This is an optimization exercise on Yosys and OpenROAD, whose aim is small area, not a production implementation. The RTL was checked by simulation tests, not by an equivalence proof against the original design. Power is estimated from default activity; no workload was simulated.

==> flow/design.v (outline; a module is shown in full before it is edited, if it fits) <==
// module Maze: 6371 lines
module Maze(clk, rst, sw, BtnC, BtnU, BtnD, BtnL, BtnR, seg, an, vga_r, vga_g, vga_b, vga_h_sync, vga_v_sync);
  // ...
==> flow/flow/run.sh <==
#!/bin/bash
# Own flow: the standard layout (standard.sh), with these changes:
#  - after the standard synthesis (run unchanged), the combinational cells of its netlist
#    are mapped again by ABC with an area-only script (flow/remap.tcl, flow/remap.abc);
#    every flip-flop instance stays as the standard synthesis made it (name, cell, nets),
#    which flow/fixq.py checks, and Yosys proves the new netlist equivalent to the
#    standard one (flow/equiv.tcl); if either check fails the standard netlist is used;
#  - the port buffers are sky130_fd_sc_hd__buf_1 (BUFFER_PORTS_ARGS) instead of the
#    cell buffer_ports picks by itself;
#  - clock tree synthesis inserts no dummy loads (CTS_ARGS: the standard arguments,
#    with the CTS_BUF_LIST of config.mk, plus -dont_use_dummy_load).
# Logs: std_synth.log, remap_yosys.log, fixq.log, equiv_yosys.log and flow_make.log here;
# each ORFS step also logs under orfs/logs/.
set -euo pipefail
W=$(pwd)
R="$W/orfs/results/$FLOW_PLATFORM/Maze/base"
L="$W/orfs/logs/$FLOW_PLATFORM/Maze/base"
YOSYS=/OpenROAD-flow-scripts/tools/install/yosys/bin/yosys
[[ -x $YOSYS ]] || YOSYS=yosys
export BUFFER_PORTS_ARGS="-buffer_cell sky130_fd_sc_hd__buf_1"
export CTS_ARGS="-sink_clustering_enable -repair_clock_nets -buf_list {sky130_fd_sc_hd__clkbuf_4 sky130_fd_sc_hd__clkbuf_8} -dont_use_dummy_load"

# 1. the standard synthesis
bash "$W/standard.sh" "$R/1_2_yosys.v" > "$W/std_synth.log" 2>&1
cp "$R/1_2_yosys.v" "$W/1_2_yosys_standard.v"

# 2. area-only remapping of the combinational cells
export REMAP_LIB="$FLOW_HOME/platforms/$FLOW_PLATFORM/lib/sky130_fd_sc_hd__tt_025C_1v80.lib"
export REMAP_IN="$W/1_2_yosys_standard.v"
export REMAP_OUT="$W/1_2_yosys_remap.v"
export REMAP_SCRIPT="$W/flow/remap.abc"
export REMAP_TOP="$FLOW_TOP"
export REMAP_DONT_USE="$(grep -o -- '-dont_use [^ ]*' "$L/1_2_yosys.log" | awk '{print $2}' | sort -u | tr '\n' ' ')"
export REMAP_SEQ="$(grep -oE 'sky130_fd_sc_hd__[a-z0-9_]+' "$W/1_2_yosys_standard.v" | sort -u | grep -E '__(e?df|dl|sdf)' | tr '\n' ' ')"
use_remap=0
if "$YOSYS" -c "$W/flow/remap.tcl" > "$W/remap_yosys.log" 2>&1 &&
   python3 "$W/flow/fixq.py" "$W/1_2_yosys_standard.v" "$W/1_2_yosys_remap.v" "$W/1_2_yosys_fixed.v" > "$W/fixq.log" 2>&1 &&
   EQ_GOLD="$W/1_2_yosys_standard.v" EQ_GATE="$W/1_2_yosys_fixed.v" "$YOSYS" -c "$W/flow/equiv.tcl" > "$W/equiv_yosys.log" 2>&1; then
  use_remap=1
fi
echo "use_remap=$use_remap" > "$W/remap_used.txt"
if [[ $use_remap == 1 ]]; then
  cp "$W/1_2_yosys_fixed.v" "$R/1_2_yosys.v"
fi

# 3. the rest of the standard layout
bash "$W/standard.sh" > "$W/flow_make.log" 2>&1
==> flow/flow/equiv.tcl <==
# yosys -c equiv.tcl : proves the remapped netlist equivalent to the standard one
# (flip-flops paired by name); ends with an error if it cannot.
set lib $::env(REMAP_LIB)
yosys read_liberty -ignore_miss_func $lib
yosys read_verilog $::env(EQ_GOLD)
yosys rename $::env(REMAP_TOP) gold
yosys read_verilog $::env(EQ_GATE)
yosys rename $::env(REMAP_TOP) gate
yosys hierarchy -check
yosys flatten gold gate
yosys opt_clean
yosys equiv_make gold gate eq
yosys hierarchy -top eq
yosys equiv_simple -undef
yosys equiv_induct -undef
yosys equiv_status -assert
==> flow/flow/fixq.py <==
#!/usr/bin/env python3
# fixq.py STANDARD.v REMAPPED.v OUT.v
# Checks that the remapped netlist keeps every flip-flop of the standard synthesis (same
# instance names, same cell types, same clock) and gives each flip-flop's output net its
# standard name again. Exits 1 if the flip-flops differ.
import re, sys
std, rem, out = sys.argv[1:4]
def flops(txt):
    d = {}
    for m in re.finditer(r'(sky130_fd_sc_hd__\w+)\s+(\S+)\s*\((.*?)\);', txt, re.S):
        cell = m.group(1)
        if not re.search(r'__(e?df|dl|sdf)', cell):
            continue
        pins = {k: v.strip() for k, v in re.findall(r'\.(\w+)\(([^)]*)\)', m.group(3))}
        d[m.group(2)] = (cell, pins.get('Q'), pins.get('CLK'))
    return d
s_txt, r_txt = open(std).read(), open(rem).read()
a, b = flops(s_txt), flops(r_txt)
if set(a) != set(b) or any(a[k][0] != b[k][0] or a[k][2] != b[k][2] for k in a):
    print('fixq: flip-flops differ from the standard synthesis')
    sys.exit(1)
def tok(n):
    return n if not n.startswith('\\') else n + ' '
for k in a:
    want, have = a[k][1], b[k][1]
    if want == have:
        continue
    used = (re.escape(want) + r'\s') if want.startswith('\\') else (r'(?<![\w\\$.])' + re.escape(want) + r'(?![\w\[$])')
    if re.search(used, r_txt):
        print('fixq: name', want, 'already used')
        sys.exit(1)
    pat = (re.escape(have) + r'(?=\s)') if have.startswith('\\') else (r'(?<![\w\\$.])' + re.escape(have) + r'(?![\w\[])')
    r_txt = re.sub(pat, lambda m: tok(want), r_txt)
    print('fixq: renamed', have, '->', want)
open(out, 'w').write(r_txt)
b = flops(r_txt)
assert all(a[k] == b[k] for k in a), 'fixq: rename failed'
print('fixq: %d flip-flops kept' % len(a))
==> flow/flow/remap.abc <==
strash
dch -f
map -a
topo
dnsize -c
==> flow/flow/remap.tcl <==
# yosys -c remap.tcl : re-maps the combinational cells of a mapped netlist with an area-only
# ABC script, keeping every flip-flop instance (name and cell) as it is.
set lib $::env(REMAP_LIB)
set in $::env(REMAP_IN)
set out $::env(REMAP_OUT)
set script $::env(REMAP_SCRIPT)
set dont_use $::env(REMAP_DONT_USE)
yosys read_liberty -ignore_miss_func $lib
yosys read_verilog -defer $in
yosys hierarchy -top $::env(REMAP_TOP)
# keep the sequential cells (those whose liberty model holds a flip-flop or latch)
foreach m [split $::env(REMAP_SEQ) " "] {
  if {$m ne ""} { yosys setattr -mod -set keep_hierarchy 1 $m }
}
yosys flatten
yosys rename -hide w:*.*
yosys opt_clean -purge
set du {}
foreach c $dont_use { lappend du -dont_use $c }
yosys abc -script $script -liberty $lib {*}$du
yosys splitnets
yosys opt_clean -purge
yosys hilomap -singleton -hicell sky130_fd_sc_hd__conb_1 HI -locell sky130_fd_sc_hd__conb_1 LO
yosys insbuf -buf sky130_fd_sc_hd__buf_4 A X
yosys opt_clean -purge
yosys select -module $::env(REMAP_TOP)
yosys tee -o $out.stat stat -liberty $lib
yosys write_verilog -noattr -noexpr -nohex -nodec -selected $out
==> flow/standard.sh <==
#!/bin/bash
# synth_recipe.tcl (not shown) runs the flow's synth.tcl, then flattens the netlist and writes it again
# the make line also repeats each setting of config.mk as NAME=value (left out here)
make -C /OpenROAD-flow-scripts/flow DESIGN_CONFIG=/design/flow/config.mk WORK_HOME=/design/flow/orfs CLKGATE_MAP_FILE= SYNTH_SCRIPT=/design/flow/synth_recipe.tcl "${@:-finish}"
==> flow/config.mk <==
export PLATFORM = sky130hd
export DESIGN_NAME = Maze
export DESIGN_NICKNAME = Maze
export VERILOG_FILES = /design/flow/design.v
export SDC_FILE = /design/flow/constraint.sdc
export NUM_CORES = 4
export LEC_CHECK = 0
export ABC_AREA = 1
export CAP_MARGIN = 20
export CORE_MARGIN = 2
export CORE_UTILIZATION = 45
export CTS_BUF_LIST = sky130_fd_sc_hd__clkbuf_4 sky130_fd_sc_hd__clkbuf_8
export SLEW_MARGIN = 20
==> flow/constraint.sdc <==
create_clock -name core_clock -period 11.0 [get_ports {clk}]
set_input_delay 2.2000 -clock core_clock [delete_from_list [all_inputs] [get_ports {clk}]]
set_output_delay 2.2000 -clock core_clock [all_outputs]
set_load 0.01 [all_outputs]
==> results by group, run 1 <==
Run status
  • Status: no timing/DRC/antenna violations

Drt
  • Vias: 10.2k
  • Highest Signal Layer: met4
  • WL met3: 2.85 mm
  • DR WL/cell: 19.2 um
  • M1 WL: 14.6 mm

Clocking
  • TritonCTS Sinks: 151
  • Htree depth: 4
  • CTS Root Cell: clkbuf_8
  • Clock slew at reported path FFs: 70 ps
  • Clock Tree Buf Depth: 2

Power and ir drop
  • Sequential fraction of design power: 56.5%
  • Maximum vdd ir drop: 0.0778 mV
  • Clk pwr: 0.000323 W
  • Final Power: 0.00102 W
  • Sw power: 0.000281 W

Setup path
  • Maximum fanout along the worst path: 9
  • Crit-path leading delay family: simple AND/OR/NAND/NOR gates
  • WP data required: 11,320 ps
  • CP startpoint: sw[6]
  • Critical path buffers and inverters: 10
  • End of the critical path: disp_win$_DFF_P_

Layout
  • Reg area: 3210 um^2
  • Commonest non-fill, non-tap cell in the layout: nor2_1
  • Ant diodes: 0
  • Multi-input combinational area share: 48.5%
  • Area of the multi-input gates: 4810 um^2
  • Seq/total area: 32.4%
  • FILL cells: 2,035

STA
  • Period utilization: 90.2%
  • Pins Over Slew Limit: 0
  • Worst rel slew slack: 32.8%
  • Worst hold margin: 421 ps
  • Setup TNS: 0 ps
  • Unrepaired setup endpoints after global routing: no

Synthesis
  • Yosys warns: 1
  • Mapped Nets: 1,401

Floorplanning
  • Core ar.: 19,500 um^2

Worst hold path
  • Hold crit path type: reg -> reg

Placement
  • Setup Slack @ Placement: 559 ps

Global routing
  • Total GRT Usage: 31.4%
  • Gr ovfl total: 0
==> run 2: changes to the inputs <==
==> flow/flow/run.sh (replaced) <==
#!/bin/bash
# Own flow: the standard layout (standard.sh), with these changes:
#  - after the standard synthesis (run unchanged), the combinational cells of its netlist
#    are mapped again by ABC with area-only scripts (flow/remap.tcl, flow/remap_*.abc);
#    every flip-flop instance stays as the standard synthesis made it (name, cell, nets),
#    which flow/fixq.py checks, and Yosys proves the new netlist equivalent to the
#    standard one (flow/equiv.tcl); the smallest mapping that passes both is used, and
#    the standard netlist if none does;
#  - the port buffers are sky130_fd_sc_hd__buf_1 (BUFFER_PORTS_ARGS) instead of the
#    cell buffer_ports picks by itself;
#  - clock tree synthesis inserts no dummy loads (CTS_ARGS: the standard arguments,
#    with the CTS_BUF_LIST of config.mk, plus -dont_use_dummy_load).
# Logs: std_synth.log, remap_*_yosys.log, remap_*_fixq.log, remap_*_equiv_yosys.log and
# flow_make.log here;
# each ORFS step also logs under orfs/logs/.
set -euo pipefail
W=$(pwd)
R="$W/orfs/results/$FLOW_PLATFORM/Maze/base"
L="$W/orfs/logs/$FLOW_PLATFORM/Maze/base"
YOSYS=/OpenROAD-flow-scripts/tools/install/yosys/bin/yosys
[[ -x $YOSYS ]] || YOSYS=yosys
export BUFFER_PORTS_ARGS="-buffer_cell sky130_fd_sc_hd__buf_1"
export CTS_ARGS="-sink_clustering_enable -repair_clock_nets -buf_list {sky130_fd_sc_hd__clkbuf_4 sky130_fd_sc_hd__clkbuf_8} -dont_use_dummy_load"

# 1. the standard synthesis
bash "$W/standard.sh" "$R/1_2_yosys.v" > "$W/std_synth.log" 2>&1
cp "$R/1_2_yosys.v" "$W/1_2_yosys_standard.v"

# 2. area-only remapping of the combinational cells: each script flow/remap_*.abc maps the
#    logic once; the smallest result that keeps the flip-flops and proves equivalent is used
export REMAP_LIB="$FLOW_HOME/platforms/$FLOW_PLATFORM/lib/sky130_fd_sc_hd__tt_025C_1v80.lib"
export REMAP_IN="$W/1_2_yosys_standard.v"
export REMAP_TOP="$FLOW_TOP"
export REMAP_DONT_USE="$(grep -o -- '-dont_use [^ ]*' "$L/1_2_yosys.log" | awk '{print $2}' | sort -u | tr '\n' ' ')"
export REMAP_SEQ="$(grep -oE 'sky130_fd_sc_hd__[a-z0-9_]+' "$W/1_2_yosys_standard.v" | sort -u | grep -E '__(e?df|dl|sdf)' | tr '\n' ' ')"
: > "$W/remap_areas.txt"
for s in "$W"/flow/remap_*.abc; do
  n=$(basename "$s" .abc)
  if REMAP_SCRIPT="$s" REMAP_OUT="$W/$n.v" "$YOSYS" -c "$W/flow/remap.tcl" > "$W/${n}_yosys.log" 2>&1; then
    a=$(awk '/Chip area/ {print $NF}' "$W/$n.v.stat")
    if [[ -n $a ]]; then echo "$a $n" >> "$W/remap_areas.txt"; fi
  fi
done
use_remap=none
for n in $(sort -n "$W/remap_areas.txt" | awk '{print $2}'); do
  if python3 "$W/flow/fixq.py" "$W/1_2_yosys_standard.v" "$W/$n.v" "$W/${n}_fixed.v" > "$W/${n}_fixq.log" 2>&1 &&
     EQ_GOLD="$W/1_2_yosys_standard.v" EQ_GATE="$W/${n}_fixed.v" "$YOSYS" -c "$W/flow/equiv.tcl" > "$W/${n}_equiv_yosys.log" 2>&1; then
    use_remap=$n
    cp "$W/${n}_fixed.v" "$R/1_2_yosys.v"
    break
  fi
done
echo "use_remap=$use_remap" > "$W/remap_used.txt"

# 3. the rest of the standard layout
bash "$W/standard.sh" > "$W/flow_make.log" 2>&1
==> flow/flow/remap_amap.abc (new file) <==
strash
dch -f
amap
topo
dnsize -c
==> flow/flow/remap_map.abc (new file) <==
strash
dch -f
map -a
topo
dnsize -c
==> flow/flow/remap_nf.abc (new file) <==
strash
&get -n
&dch -f
&nf -a -R 1000
&put
dnsize -c
removed: flow/flow/remap.abc
==> results by group, run 2 <==
Run status
  • Status: no timing/DRC/antenna violations (unchanged)

Power and ir drop
  • Internal power: 0.000730 W (was 0.000740 W)
  • Maximum vdd ir drop: 0.0621 mV (was 0.0778 mV)
  • Sequential fraction of design power: 58.0% (was 56.5%)
  • Final Power: 0.000988 W (was 0.00102 W)
  • Clock share of power: 32.2% (was 31.6%)
  • Pwr per Cell Area: 103 nW/um^2 (about the same)
  • Sw power: 0.000258 W (was 0.000281 W)
  • Switching part of the total: 26.1% (was 27.5%)
  • Combinational power share: 9.8% (was 11.9%)
  • Leakage power: 3.29 nW (was 3.39 nW)

STA
  • Unrepaired setup endpoints after global routing: no (unchanged)
  • Worst hold margin: 423 ps (was 421 ps)
  • Minimum clock period: 10,070 ps (was 9920 ps)
  • Max frequency: 99.3 MHz (was 101 MHz)
  • Worst rel slew slack: 32.3% (was 32.8%)
  • Setup TNS: 0 ps (unchanged)
  • Pins Over Slew Limit: 0 (unchanged)
  • Period utilization: 91.6% (was 90.2%)
  • Clk_skew: 45.4 ps (was 34.8 ps)
  • Final Hold Viols: 0 (unchanged)
  • Tightest Pin Transition: 1010 ps (was 983 ps)
  • Setup violators final: 0 (unchanged)

Clocking
  • CTS tree: done (unchanged)
  • Hold buffer count at CTS: 0 (unchanged)
  • Clock slew at reported path FFs: 80 ps (was 70 ps)
  • Later-pin clock latency in the skew report: 450 ps (about the same)
  • Htree depth: 4 (unchanged)
  • Number of CTS-inserted buffers: 17 (unchanged)
  • Resize count post-CTS: 0 (unchanged)
  • Clock Tree Buf Depth: 2 (unchanged)
  • CTS Root Cell: clkbuf_8 (unchanged)
  • Post-CTS Setup Inserts: 0 (unchanged)
  • TritonCTS Sinks: 151 (unchanged)

Setup path
  • Critical path class: in -> reg (unchanged)
  • Critical path buffers and inverters: 9 (was 10)
  • CP most frequent cell: nor2_1
  • Crit-path leading delay family: compound AO/OA/AOI/OAI gates (was simple AND/OR/NAND/NOR gates)
  • CP max stage cell: o31ai_1 (was clkinv_1)
  • Data arrival, critical path: 10,390 ps (was 10,240 ps)
  • CP endpoint kind: flip-flop (unchanged)
  • WP data required: 11,320 ps (about the same)
  • CP startpoint: sw[3] (was sw[6])
  • Worst flop-to-flop path startpoint: disp_uut_x[2]$_DFF_P_ (was disp_uut_yt[1]$_DFF_P_)
  • Slowest stage delay, CP: 640 ps (was 510 ps)
  • Startpoint Class: input pin (unchanged)
  • Maximum fanout along the worst path: 13 (was 9)

Layout
  • Ant diodes: 0 (unchanged)
  • Area growth syn-to-layout: 10.9% (was 9.90%)
  • Cell Count, Final, Fillers Out: 1,607 (was 1,728)
  • Commonest non-fill, non-tap cell in the layout: nor2_1 (unchanged)
  • Fin nets: 1,364 (was 1,480)
  • Most frequent cells in the layout: 285 x nor2_1, 179 x clkinv_1, 132 x dfxtp_1, 101 x o21ai_0, 100 x nand2_1 (was 290 x nor2_1, 248 x clkinv_1, 165 x nand2_1, 132 x dfxtp_1, 125 x o21ai_0)
  • Layout cells sized above 1: 4.60% (was 3.76%)

Global routing
  • Vias in the first global route: 9,096 (was 9,401)
  • Largest net degree at the start of global routing: 31 (was 32)
  • Total GRT Usage: 32.9% (was 31.4%)
  • Gr ovfl total: 0 (unchanged)
  • First-pass GRT wire length: 51.2 mm (was 52.6 mm)
  • Initial antenna violation count: 0 (unchanged)

Drt
  • Vias per cell: 6.16 (was 5.90)
  • DR WL/cell: 20.6 um (was 19.2 um)
  • DRC viols: 0 (unchanged)
  • Vias: 9,892 (was 10.2k)
  • Drt first pass iters: 8 (was 6)
  • Antenna-violating nets left: 0 (unchanged)
  • Starting DRT DRC Count: 1,354 (was 916)
  • Drt total wl: 33.1 mm (was 33.2 mm)

Floorplanning
  • Number of I/O pins: 37 (unchanged)
  • Std-Cell Rows: 50 (was 51)
  • Core ar.: 18,800 um^2 (was 19,500 um^2)
  • Die X-Extent: 143 um (was 146 um)
  • Die Height: 143 um (was 146 um)
  • Die footprint: 20,400 um^2 (was 21,200 um^2)
  • Starting Density: 46.1% (about the same)

Synthesis
  • Yosys warns: 1 (unchanged)
  • Post-synthesis cell count: 1,263 (was 1,386)
  • Syn Area/Cell: 6.88 um^2 (was 6.50 um^2)
  • Mapped Nets: 1,278 (was 1,401)
  • Synth Cell Area: 8690 um^2 (was 9010 um^2)

Job
  • Max_cap viols: 0 (unchanged)

Worst hold path
  • Hold Crit Start: plogic_debounce_bit$_DFF_P_ (was score_clk_onedv[5]$_DFF_P_)
  • Hold crit path type: reg -> reg (unchanged)

Placement
  • Port bufs: 35 (unchanged)
  • DP Cell Count: 1,590 (was 1,711)
  • Hpwl dp: 25.9 mm (was 26.4 mm)
  • Gp weighted congestion: 1.12 (was 1.10)
==> run 2: per-stage QoR <==
stage	util, %	area, um^2	worst slack, ps
6_report	51.2	9640	929
5_1_grt	51.2	9640	110
4_1_cts	51.1	9630	1140
3_5_place_dp	49.9	9400	712
3_3_place_gp	49.9	9400	726
2_1_floorplan	-	8690	500
==> run 2: worst reg2reg max path: cells and delay by family, from the launching register on <==
family	cells	cell delay, ps
AOI/OAI and AO/OA	19	3440
buffers and inverters	10	1610
DFF	1	560
and+or+nand+nor	19	3060
==> run 2: per-layer routing <==
layer / vias up / global-route usage [%] / share of wire [%]
met1: 4461 / 45.9 / 44
met5: - / 0 / 0
met3: 129 / 8.08 / 11
li1: 4668 / - / -
met2: 634 / 47.9 / 41
met4: 0 / 14.9 / 4.4
==> run 2: area by class of cell <==
class                   instances  area, um^2
clock buffers                  17         234
fillers                      1925        9200
inverters                     179         672
multi-input cells             924        4750
flip-flops and latches        151        3210
well taps                     260         325
repair buffers                 76         440
==> run 2: worst paths after layout <==
check        cells after the start  slack [ps]                          end
max                             43         930             disp_win$_DFF_P_
min                              2         420  plogic_clk_debounce$_DFF_P_
max reg2reg                     48        2240             disp_win$_DFF_P_
min reg2reg                      2         420  plogic_clk_debounce$_DFF_P_
==> run 2: power groups by stage <==
stage / Clock (W) / Sequential [W] / Combinational [W]
after global routing: 0.000350 / 0.000573 / 0.000105
after floorplan: 0 / 0.000581 / 0.0000601
after global placement: 0 / 0.000585 / 0.0000938
after CTS: 0.000328 / 0.000572 / 0.0000935
after detailed placement: 0 / 0.000585 / 0.0000929
final: 0.000318 / 0.000573 / 0.0000970
==> run 3: changes to the inputs <==
--- a/flow/config.mk
+++ b/flow/config.mk
@@ -8,3 +8,3 @@
 export ABC_AREA = 1
-export CAP_MARGIN = 20
+export CAP_MARGIN = 10
 export CORE_MARGIN = 2
@@ -12,2 +12,2 @@
 export CTS_BUF_LIST = sky130_fd_sc_hd__clkbuf_4 sky130_fd_sc_hd__clkbuf_8
-export SLEW_MARGIN = 20
+export SLEW_MARGIN = 10
==> results by group, run 3 <==
Setup path
  • CP endpoint kind: flip-flop (unchanged)
  • Maximum fanout along the worst path: 13 (unchanged)
  • Slowest stage delay, CP: 640 ps (about the same)
  • CP most frequent cell: nor2_1 (unchanged)
  • Data arrival, critical path: 10,410 ps (was 10,390 ps)
  • Stages on worst setup path: 46 (was 43)
  • Critical path buffers and inverters: 9 (unchanged)
  • Worst flop-to-flop path startpoint: disp_uut_x[2]$_DFF_P_ (unchanged)
  • Critical path class: in -> reg (unchanged)
  • Crit-path leading delay family: compound AO/OA/AOI/OAI gates (unchanged)
  • End of the worst register-to-register path: disp_win$_DFF_P_ (unchanged)
  • CP max stage cell: o31ai_1 (unchanged)
  • WP data required: 11,320 ps (about the same)
  • CP startpoint: sw[3] (unchanged)
  • Flop2flop setup slack: 2220 ps (was 2240 ps)
  • Worst reg2reg path depth: 51 (was 48)
  • End of the critical path: disp_win$_DFF_P_ (unchanged)
  • Startpoint Class: input pin (unchanged)

Clocking
  • TritonCTS Sinks: 151 (unchanged)
  • Clock slew at reported path FFs: 80 ps (about the same)
  • Number of CTS-inserted buffers: 17 (unchanged)
  • Resize count post-CTS: 0 (unchanged)
  • Post-CTS Setup Inserts: 0 (unchanged)
  • Later-pin clock latency in the skew report: 450 ps (about the same)
  • Clock Tree Buf Depth: 2 (unchanged)
  • CTS Root Cell: clkbuf_8 (unchanged)
  • CTS tree: done (unchanged)
  • Hold buffer count at CTS: 0 (unchanged)
  • Htree depth: 4 (unchanged)

Drt
  • DRC viols: 0 (unchanged)
  • DR WL/cell: 20.6 um (about the same)
  • Starting DRT DRC Count: 1,287 (was 1,354)
  • Vias: 9,905 (was 9,892)
  • Vias per cell: 6.16 (about the same)
  • Antenna-violating nets left: 0 (unchanged)
  • Drt first pass iters: 6 (was 8)
  • Drt total wl: 33.1 mm (about the same)

Run status
  • Status: no timing/DRC/antenna violations (unchanged)

STA
  • Period utilization: 91.7% (was 91.6%)
  • Final Hold Viols: 0 (unchanged)
  • Clk_skew: 44.1 ps (was 45.4 ps)
  • Setup TNS: 0 ps (unchanged)
  • Setup violators final: 0 (unchanged)
  • Unrepaired setup endpoints after global routing: no (unchanged)
  • Worst rel slew slack: 33.3% (was 32.3%)
  • Max frequency: 99.1 MHz (was 99.3 MHz)
  • Minimum clock period: 10,090 ps (was 10,070 ps)
  • Pins Over Slew Limit: 0 (unchanged)
  • Tightest Pin Transition: 998 ps (was 1010 ps)

Synthesis
  • Yosys warns: 1 (unchanged)
  • Synth Cell Area: 8690 um^2 (unchanged)
  • Post-synthesis cell count: 1,263 (unchanged)
  • Syn Area/Cell: 6.88 um^2 (unchanged)
  • Mapped Nets: 1,278 (unchanged)

Layout
  • Area growth syn-to-layout: 10.9% (unchanged)
  • Fin nets: 1,365 (was 1,364)
  • Ant diodes: 0 (unchanged)
  • Most frequent cells in the layout: 285 x nor2_1, 179 x clkinv_1, 132 x dfxtp_1, 101 x o21ai_0, 100 x nand2_1 (unchanged)
  • Layout cells sized above 1: 4.60% (about the same)
  • Area of the multi-input gates: 4750 um^2 (about the same)
  • Layout Utilization: 51.2% (unchanged)
  • FILL cells: 1,926 (was 1,925)
  • Commonest non-fill, non-tap cell in the layout: nor2_1 (unchanged)
  • Reg area: 3210 um^2 (unchanged)

Power and ir drop
  • Leakage power: 3.30 nW (was 3.29 nW)
  • Pwr per Cell Area: 103 nW/um^2 (about the same)
  • Maximum vdd ir drop: 0.0626 mV (was 0.0621 mV)

Floorplanning
  • Core ar.: 18,800 um^2 (unchanged)
  • Die footprint: 20,400 um^2 (unchanged)
  • Std-Cell Rows: 50 (unchanged)
  • Die Height: 143 um (unchanged)
  • Starting Density: 46.1% (unchanged)
  • Die X-Extent: 143 um (unchanged)
  • Number of I/O pins: 37 (unchanged)

Placement
  • Gp weighted congestion: 1.12 (unchanged)
  • Hpwl dp: 25.9 mm (unchanged)
  • Port bufs: 35 (unchanged)

Global routing
  • Total GRT Usage: 32.9% (unchanged)
  • Largest net degree at the start of global routing: 31 (unchanged)
  • First-pass GRT wire length: 51.2 mm (unchanged)
  • Vias in the first global route: 9,096 (unchanged)
  • Initial antenna violation count: 0 (unchanged)
  • Gr ovfl total: 0 (unchanged)

Job
  • Max_cap viols: 0 (unchanged)

Worst hold path
  • Hold crit path type: reg -> reg (unchanged)
## run 3: cell types whose count changed in the layout (fill, tap and decap cells not counted)
cell      before  now
clkbuf_2       1    2
o31ai_1        9   10
o31ai_2        1    0
## run 3: power by group
part           leakage [nW]  switching, W  internal [W]
sequential             1.22    0.00000957      0.000564
clock                 0.122      0.000184      0.000136
combinational          1.95     0.0000664     0.0000306
## run 3: worst min-delay path by stage
stage	to	start	depth (start not counted)
after global routing	score_clk_onedv[8]$_DFF_P_	score_clk_onedv[7]$_DFF_P_	2
after global placement	score_clk_onedv[3]$_DFF_P_	score_clk_onedv[2]$_DFF_P_	2
after CTS	plogic_clk_debounce$_DFF_P_	plogic_debounce_bit$_DFF_P_	2
final	plogic_clk_debounce$_DFF_P_	plogic_debounce_bit$_DFF_P_	2
after floorplan	score_clk_onedv[8]$_DFF_P_	score_clk_onedv[7]$_DFF_P_	2
after detailed placement	score_clk_onedv[8]$_DFF_P_	score_clk_onedv[7]$_DFF_P_	2
## run 3: cell type report
cell class                      count  share of cell area, %
Sequential cell                   151                   33.3
Multi-Input combinational cell    924                   49.3
Timing Repair Buffer               77                   4.62
Tap cell                          260                   3.38
Clock buffer                       17                   2.43
Inverter                          179                   6.97
## run 3: tightest hold or removal path: stages (launching register included)
cell      delay [ps]
dfxtp_1          310
clkinv_1          60
nor2_1            40
## run 3: stage by stage
stage               instance area [um^2]  hold WS (ps)  instances  power (W)  worst slack [ps]
CTS                                 9630           423       1607   0.000993              1140
global route                        9640           438       1608    0.00103               110
finish                              9640           423       1608   0.000990               912
floorplan                           8690           397       1263   0.000642               500
global placement                    9400           410       1590   0.000679               726
detailed placement                  9400           412       1590   0.000678               712
## run 3: metal layers
| metal | up-vias | part of all wire [%] | global-route usage (%) |
|---|---|---|---|
| li1 | 4663 | - | - |
| met1 | 4497 | 44 | 45.9 |
| met2 | 617 | 41 | 47.9 |
| met3 | 128 | 11 | 8.08 |
| met4 | 0 | 4.3 | 14.9 |
| met5 | - | 0 | 0 |
==> run 4: changes to the inputs <==
==> flow/flow/remap_ds.abc (new file) <==
strash
&get -n
&deepsyn -S 1 -T 300
&put
dch -f
amap
topo
dnsize -c
--- a/flow/config.mk
+++ b/flow/config.mk
@@ -8,3 +8,3 @@
 export ABC_AREA = 1
-export CAP_MARGIN = 10
+export CAP_MARGIN = 20
 export CORE_MARGIN = 2
@@ -12,2 +12,2 @@
 export CTS_BUF_LIST = sky130_fd_sc_hd__clkbuf_4 sky130_fd_sc_hd__clkbuf_8
-export SLEW_MARGIN = 10
+export SLEW_MARGIN = 20
==> results by group, run 4 <==
Run status
  • Status: no timing/DRC/antenna violations (unchanged)

Worst hold path
  • Hold crit path type: reg -> reg (unchanged)
  • Worst Hold Path EP: score_move_on$_DFF_P_ (was plogic_clk_debounce$_DFF_P_)
  • Hold depth: 2 (unchanged)
  • Hold Crit Start: move$_DFF_P_ (was plogic_debounce_bit$_DFF_P_)

STA
  • Period utilization: 93.4% (was 91.7%)
  • Pins Over Slew Limit: 0 (unchanged)
  • Worst rel slew slack: 30.7% (was 33.3%)
  • Minimum clock period: 10,280 ps (was 10,090 ps)
  • Setup violators final: 0 (unchanged)
  • Final Hold Viols: 0 (unchanged)
  • Max frequency: 97.3 MHz (was 99.1 MHz)
  • Tightest Pin Transition: 1030 ps (was 998 ps)
  • Min setup slack post-route: 721 ps (was 912 ps)
  • Unrepaired setup endpoints after global routing: no (unchanged)
  • Clk_skew: 36.3 ps (was 44.1 ps)
  • Setup TNS: 0 ps (unchanged)

Global routing
  • Total GRT Usage: 31.1% (was 32.9%)
  • Largest net degree at the start of global routing: 36 (was 31)
  • Vias in the first global route: 8,958 (was 9,096)
  • Gr ovfl total: 0 (unchanged)
  • First-pass GRT wire length: 48.5 mm (was 51.2 mm)
  • Initial antenna violation count: 0 (unchanged)

Power and ir drop
  • Pwr per Cell Area: 103 nW/um^2 (about the same)
  • Leakage power: 3.16 nW (was 3.30 nW)
  • Maximum vdd ir drop: 0.0766 mV (was 0.0626 mV)

Setup path
  • CP most frequent cell: nor2_1 (unchanged)
  • CP endpoint kind: flip-flop (unchanged)
  • Flop2flop setup slack: 2050 ps (was 2220 ps)
  • Slowest stage delay, CP: 530 ps (was 640 ps)
  • Worst reg2reg path depth: 44 (was 51)
  • CP max stage cell: a2111oi_0 (was o31ai_1)
  • Critical path buffers and inverters: 6 (was 9)
  • Worst flop-to-flop path startpoint: plogic_step_L[1]$_DFF_P_ (was disp_uut_x[2]$_DFF_P_)
  • Critical path class: in -> reg (unchanged)
  • End of the worst register-to-register path: disp_win$_DFF_P_ (unchanged)
  • Startpoint Class: input pin (unchanged)
  • WP data required: 11,320 ps (about the same)
  • CP startpoint: sw[7] (was sw[3])
  • Maximum fanout along the worst path: 13 (unchanged)
  • Crit-path leading delay family: compound AO/OA/AOI/OAI gates (unchanged)
  • Data arrival, critical path: 10,600 ps (was 10,410 ps)

Clocking
  • Htree depth: 4 (unchanged)
  • Hold buffer count at CTS: 0 (unchanged)
  • Later-pin clock latency in the skew report: 450 ps (about the same)
  • TritonCTS Sinks: 151 (unchanged)
  • CTS Root Cell: clkbuf_8 (unchanged)
  • CTS tree: done (unchanged)
  • Number of CTS-inserted buffers: 17 (unchanged)
  • Clock Tree Buf Depth: 2 (unchanged)
  • Clock slew at reported path FFs: 60 ps (was 80 ps)

Floorplanning
  • Die Height: 142 um (was 143 um)
  • Std-Cell Rows: 50 (unchanged)
  • Starting Density: 46.0% (was 46.1%)
  • Core ar.: 18,700 um^2 (was 18,800 um^2)
  • Die footprint: 20,200 um^2 (was 20,400 um^2)
  • Number of I/O pins: 37 (unchanged)
  • Die X-Extent: 142 um (was 143 um)

Placement
  • Setup Slack @ Placement: 464 ps (was 712 ps)
  • Port bufs: 35 (unchanged)
  • Gp weighted congestion: 1.15 (was 1.12)
  • Hpwl dp: 23.9 mm (was 25.9 mm)

Drt
  • Vias per cell: 6.36 (was 6.16)
  • Drt total wl: 31.4 mm (was 33.1 mm)
  • Drt first pass iters: 7 (was 6)
  • Starting DRT DRC Count: 1,313 (was 1,287)
  • DRC viols: 0 (unchanged)
  • DR WL/cell: 20.5 um (was 20.6 um)
  • Vias: 9,731 (was 9,905)
  • Antenna-violating nets left: 0 (unchanged)

Layout
  • Commonest non-fill, non-tap cell in the layout: nor2_1 (unchanged)
  • Layout cells sized above 1: 4.32% (was 4.60%)
  • Fin nets: 1,313 (was 1,365)
  • Most frequent cells in the layout: 255 x nor2_1, 185 x clkinv_1, 132 x dfxtp_1, 104 x nand2_1, 84 x o21ai_0 (was 285 x nor2_1, 179 x clkinv_1, 132 x dfxtp_1, 101 x o21ai_0, 100 x nand2_1)
  • Area growth syn-to-layout: 10.1% (was 10.9%)

Synthesis
  • Yosys warns: 1 (unchanged)
  • Synth Cell Area: 8600 um^2 (was 8690 um^2)
  • Syn Area/Cell: 7.07 um^2 (was 6.88 um^2)
  • Mapped Nets: 1,232 (was 1,278)
  • Post-synthesis cell count: 1,217 (was 1,263)

Job
  • Max_cap viols: 0 (unchanged)
==> run 4: repair_timing <==
action | in CTS | in global routing
gates resized for setup | 0 | 1
buffers inserted | 0 | 0
setup endpoints to repair | 0 | 1
==> run 4: worst reg2reg max path: cells and delay by family, from the launching register on <==
| kind | cells | cell delay [ps] |
|---|---|---|
| and+or+nand+nor | 13 | 1910 |
| buffers and inverters | 14 | 2040 |
| AOI/OAI and AO/OA | 17 | 4500 |
| DFF | 1 | 340 |
==> run 4: per-layer routing <==
layer / wire length [um] / track usage [%] / vias up
met5: 0 / 0 / -
li1: - / - / 4547
met3: 3110 / 8.58 / 161
met1: 13400 / 40.4 / 4431
met2: 13300 / 47.2 / 592
met4: 1640 / 16.0 / 0
==> run 4: area by class of cell <==
class / instances / area (um^2)
inverters: 185 / 694
well taps: 234 / 293
clock buffers: 17 / 234
fillers: 1911 / 9230
diodes: 1 / 2.50
repair buffers: 71 / 403
multi-input cells: 872 / 4630
flip-flops and latches: 151 / 3210
==> run 4: how the worst max path moves through the flow <==
| stage | end | cells after the start |
|---|---|---|
| 3_5_place_dp | disp_win$_DFF_P_ | 39 |
| 6_report | disp_win$_DFF_P_ | 38 |
| 5_1_grt | disp_win$_DFF_P_ | 38 |
| 3_3_place_gp | disp_win$_DFF_P_ | 39 |
| 2_1_floorplan | disp_win$_DFF_P_ | 35 |
| 4_1_cts | disp_win$_DFF_P_ | 39 |
==> run 4: per-stage QoR <==
step / utilization [%] / hold WS, ps / instances / power [W] / cell area (um^2)
2_1_floorplan: - / 397 / 1217 / 0.000635 / 8600
3_3_place_gp: 49.4 / 404 / 1513 / 0.000671 / 9230
3_5_place_dp: 49.4 / 409 / 1513 / 0.000669 / 9230
4_1_cts: 50.6 / 422 / 1530 / 0.000979 / 9470
5_1_grt: 50.6 / 436 / 1530 / 0.00101 / 9470
6_report: 50.6 / 420 / 1531 / 0.000974 / 9470
==> run 4: where the power goes <==
group / switching, W / internal [W] / total [W]
clock network: 0.000177 / 0.000136 / 0.000313
logic: 0.0000626 / 0.0000274 / 0.0000900
registers: 0.00000802 / 0.000563 / 0.000571
total: 0.000247 / 0.000727 / 0.000974
==> run 5: changes to the inputs <==
==> flow/run.sh (new file) <==
#!/bin/bash
# synth_recipe.tcl (not shown) runs the flow's synth.tcl, then flattens the netlist and writes it again
# the make line also repeats each setting of config.mk as NAME=value (left out here)
make -C /OpenROAD-flow-scripts/flow DESIGN_CONFIG=/design/flow/config.mk WORK_HOME=/design/flow/orfs CLKGATE_MAP_FILE= SYNTH_SCRIPT=/design/flow/synth_recipe.tcl finish
removed: flow/flow/run.sh
removed: flow/flow/equiv.tcl
removed: flow/flow/fixq.py
removed: flow/flow/remap.tcl
removed: flow/flow/remap_amap.abc
removed: flow/flow/remap_ds.abc
removed: flow/flow/remap_map.abc
removed: flow/flow/remap_nf.abc
removed: flow/standard.sh
==> results by group, run 5 <==
Run status
  • Status: no timing/DRC/antenna violations (unchanged)

Floorplanning
  • Number of I/O pins: 37 (unchanged)
  • Core ar.: 21,800 um^2 (was 18,700 um^2)
  • Die Height: 153 um (was 142 um)
  • Die X-Extent: 153 um (was 142 um)
  • Std-Cell Rows: 54 (was 50)
  • Die footprint: 23,500 um^2 (was 20,200 um^2)
  • Starting Density: 45.9% (was 46.0%)

Layout
  • Cell Count, Final, Fillers Out: 1,805 (was 1,531)
  • Layout Utilization: 49.8% (was 50.6%)
  • FILL cells: 2,278 (was 1,911)
  • Most frequent cells in the layout: 274 x nand2_1, 212 x inv_1, 200 x nor2_1, 132 x dfxtp_1, 108 x o21ai_0 (was 255 x nor2_1, 185 x clkinv_1, 132 x dfxtp_1, 104 x nand2_1, 84 x o21ai_0)
  • Ant diodes: 0 (was 1)
  • Commonest non-fill, non-tap cell in the layout: nand2_1 (was nor2_1)
  • Layout cells sized above 1: 8.59% (was 4.32%)
  • Fin nets: 1,564 (was 1,313)
  • Area growth syn-to-layout: 8.46% (was 10.1%)

Global routing
  • Met2 usage: 47.1% (was 47.2%)
  • First-pass GRT wire length: 56.0 mm (was 48.5 mm)
  • Total GRT Usage: 30.5% (was 31.1%)
  • GRT met3 Usage: 5.25% (was 8.58%)
  • Most Used Layer, Global Route: met2 (unchanged)
  • Gr ovfl total: 0 (unchanged)
  • Initial antenna violation count: 0 (unchanged)
  • Largest net degree at the start of global routing: 33 (was 36)
  • M1 GR Usage: 40.8% (was 40.4%)
  • Vias in the first global route: 9,774 (was 8,958)

Setup path
  • Startpoint Class: input pin (unchanged)
  • Worst flop-to-flop path startpoint: disp_uut_x[2]$_DFF_P_ (was plogic_step_L[1]$_DFF_P_)
  • CP most frequent cell: nand2_1 (was nor2_1)
  • WP data required: 11,410 ps (was 11,320 ps)
  • CP startpoint: rst (was sw[7])
  • Data arrival, critical path: 8530 ps (was 10,600 ps)
  • Flop2flop setup slack: 4470 ps (was 2050 ps)
  • CP max stage cell: clkdlybuf4s50_1 (was a2111oi_0)
  • End of the worst register-to-register path: disp_win$_DFF_P_ (unchanged)
  • Critical path class: in -> reg (unchanged)
  • Slowest stage delay, CP: 820 ps (was 530 ps)
  • CP endpoint kind: flip-flop (unchanged)
  • Worst reg2reg path depth: 37 (was 44)
  • Maximum fanout along the worst path: 16 (was 13)

Synthesis
  • Post-synthesis cell count: 1,497 (was 1,217)
  • Synth Cell Area: 10,000 um^2 (was 8600 um^2)
  • Syn Area/Cell: 6.69 um^2 (was 7.07 um^2)
  • Asr flop ratio synth: 0%
  • Mapped Nets: 1,549 (was 1,232)
  • Dominant cell type by area after synthesis: dfxtp_1
  • Yosys warns: 1 (unchanged)
  • Yosys top cell area share: 26.4%
  • Top-count cell post-synth: nand2_1
  • Number of synthesized flops with an enable pin: 19
  • Post-synth top flop: dfxtp_1
  • Sequential area share after synthesis: 32.1%
  • Synth unique cells: 66
  • Yosys reg bits: 151
  • Synth top area cells: dfxtp_1 26%, nand2_1 10%, inv_1 7.9%
  • Post-synth top cells: 274 x nand2_1, 212 x inv_1, 200 x nor2_1, 132 x dfxtp_1, 108 x o21ai_0

Power and ir drop
  • Leakage power: 4.67 nW (was 3.16 nW)
  • Clock share of power: 36.0% (was 32.1%)
  • Switching part of the total: 32.0% (was 25.4%)
  • Maximum vdd ir drop: 0.0574 mV (was 0.0766 mV)
  • Sequential fraction of design power: 50.0% (was 58.6%)
  • Sw power: 0.000370 W (was 0.000247 W)
  • Internal power: 0.000786 W (was 0.000727 W)
  • Combinational power share: 14.0% (was 9.2%)
  • Pwr per Cell Area: 106 nW/um^2 (was 103 nW/um^2)

Worst hold path
  • Hold depth: 2 (unchanged)
  • Hold crit path type: reg -> reg (unchanged)
  • Hold Crit Start: score_clk_dispdv[9]$_DFF_P_ (was move$_DFF_P_)
  • Worst Hold Path EP: score_clk_dispdv[10]$_DFF_P_ (was score_move_on$_DFF_P_)

STA
  • Setup violators final: 0 (unchanged)
  • Final Hold Viols: 0 (unchanged)
  • Max frequency: 123 MHz (was 97.3 MHz)
  • Minimum clock period: 8120 ps (was 10,280 ps)
  • Clk_skew: 19.5 ps (was 36.3 ps)
  • Worst rel slew slack: 31.1% (was 30.7%)
  • Setup TNS: 0 ps (unchanged)
  • Unrepaired setup endpoints after global routing: no (unchanged)
  • Worst hold margin: 434 ps (was 420 ps)
  • Pins Over Slew Limit: 0 (unchanged)
  • Period utilization: 73.8% (was 93.4%)
  • Tightest Pin Transition: 1030 ps (about the same)

Clocking
  • Clock slew at reported path FFs: 100 ps (was 60 ps)
  • Hold buffer count at CTS: 0 (unchanged)
  • Later-pin clock latency in the skew report: 470 ps (was 450 ps)
  • CTS Root Cell: clkbuf_8 (unchanged)
  • CTS tree: done (unchanged)
  • Post-CTS Setup Inserts: 0 (unchanged)
  • Htree depth: 4 (unchanged)
  • Clock Tree Buf Depth: 2 (unchanged)
  • Resize count post-CTS: 0 (unchanged)
  • TritonCTS Sinks: 151 (unchanged)
  • Number of CTS-inserted buffers: 17 (unchanged)

Drt
  • Starting DRT DRC Count: 1,111 (was 1,313)
  • Antenna-violating nets left: 0 (unchanged)
  • DR WL/cell: 19.8 um (was 20.5 um)
  • Vias: 10.5k (was 9,731)
  • DRC viols: 0 (unchanged)
  • Drt total wl: 35.8 mm (was 31.4 mm)
  • Drt first pass iters: 6 (was 7)
  • Vias per cell: 5.82 (was 6.36)

Placement
  • Gp weighted congestion: 1.13 (was 1.15)
  • Port bufs: 35 (unchanged)
  • DP Cell Count: 1,773 (was 1,513)
  • Hpwl dp: 27.8 mm (was 23.9 mm)

Job
  • Max_cap viols: 0 (unchanged)
run 5: cell count changes in the layout (fill, tap and decap cells not counted), sizes merged, moves of 39 or more:
cell,change
nand3,+93
buf,-69
clkinv,-171
nor2,-39
inv,+246
nand2,+195
run 5: power by group through the flow:
stage / logic, W / registers [W] / clock network, W
after global placement: 0.000160 / 0.000590 / 0
after CTS: 0.000159 / 0.000578 / 0.000423
after detailed placement: 0.000159 / 0.000590 / 0
after floorplan: 0.000117 / 0.000586 / 0
after global routing: 0.000181 / 0.000579 / 0.000445
final: 0.000162 / 0.000578 / 0.000416
run 5: cells by family (layout without fill, tap and decap cells):
| group | count (synthesis) | count (layout) | synth area share, % |
|---|---|---|---|
| fa+ha+maj | 37 | 37 | 4.62 |
| flops | 151 | 151 | 32.1 |
| compound gates | 298 | 298 | 18.0 |
| other cells | 1 | 1 | 0.0375 |
| xor+xnor | 11 | 11 | 0.962 |
| simple gates | 713 | 713 | 32.7 |
| buf+inv | 286 | 314 | 11.6 |
run 5: how the worst max path moves through the flow:
stage / endpoint / slack (ps)
after detailed placement: disp_win$_DFF_P_ / 2690
after global routing: disp_win$_DFF_P_ / 2370
after floorplan: disp_win$_DFF_P_ / 4810
after global placement: disp_win$_DFF_P_ / 2480
final: disp_win$_DFF_P_ / 2880
after CTS: disp_win$_DFF_P_ / 3170
run 5: through the flow:
stage                     instance area (um^2)  total power [W]  setup slack (ps)
after global routing                     10900          0.00121              2370
after CTS                                10900          0.00116              3170
final                                    10900          0.00116              2880
after global placement                   10500         0.000750              2480
after detailed placement                 10500         0.000749              2690
after floorplan                          10000         0.000703              4810
run 5: per-layer routing:
metal  part of all wire, %  vias up  wire length, um
met2                    43      568            15300
met1                    43     4774            15400
met4                   6.0        0             2140
met5                     0        -                0
met3                   8.1      165             2900
li1                      -     4996                -
run 5: final cells by class:
class	count	area, um^2	share of cell area (%)
clock buffer	18	248	2.28
clock inverter	14	120	1.11
inverter	246	927	8.54
multi-input combinational	1060	5640	52.0
sequential	151	3210	29.6
tap	280	350	3.23
timing repair buffer	36	358	3.30
run 5: critical path, delay by kind of cell:
family | cells | cell delay [ps]
and+or+nand+nor | 22 | 3280
AOI/OAI and AO/OA | 5 | 1800
buffers and inverters | 4 | 1260

separate check: timing with driven ports:
How much do the figures lean on ideal ports? The routed layouts below were timed once more, with nothing changed but the port constraints. Step 1 sets driving cells, clkbuf_16 on the clock port and buf_2 on the other inputs (assumed; they add their load-dependent delay and slew). Step 2 moves the port delays by t, midway between the first and last clock arrival at a register: inputs arrive t later, outputs are due t later. That takes back most of the time a late clock gives input paths. Three values: no drivers, after step 1, after step 2; two values: the first two.
run | t (ns) | setup slack, ns | worst data-port slew with drivers (ns)
run 1 | 0.475 | 1.079 / 1.098 / 0.623 | 0.04
run 2 | 0.469 | 0.929 / 0.948 / 0.479 | 0.04
run 3 | 0.471 | 0.912 / 0.931 / 0.460 | 0.04
run 4 | 0.471 | 0.721 / 0.742 / 0.271 | 0.03
run 5 | 0.504 | 2.878 / 2.898 / 2.394 | 0.03
After both steps setup and hold are still met in every run listed. For run 5, which loses most, drivers alone change the setup slack by +0.020 ns; drivers and shift together by -0.484 ns.
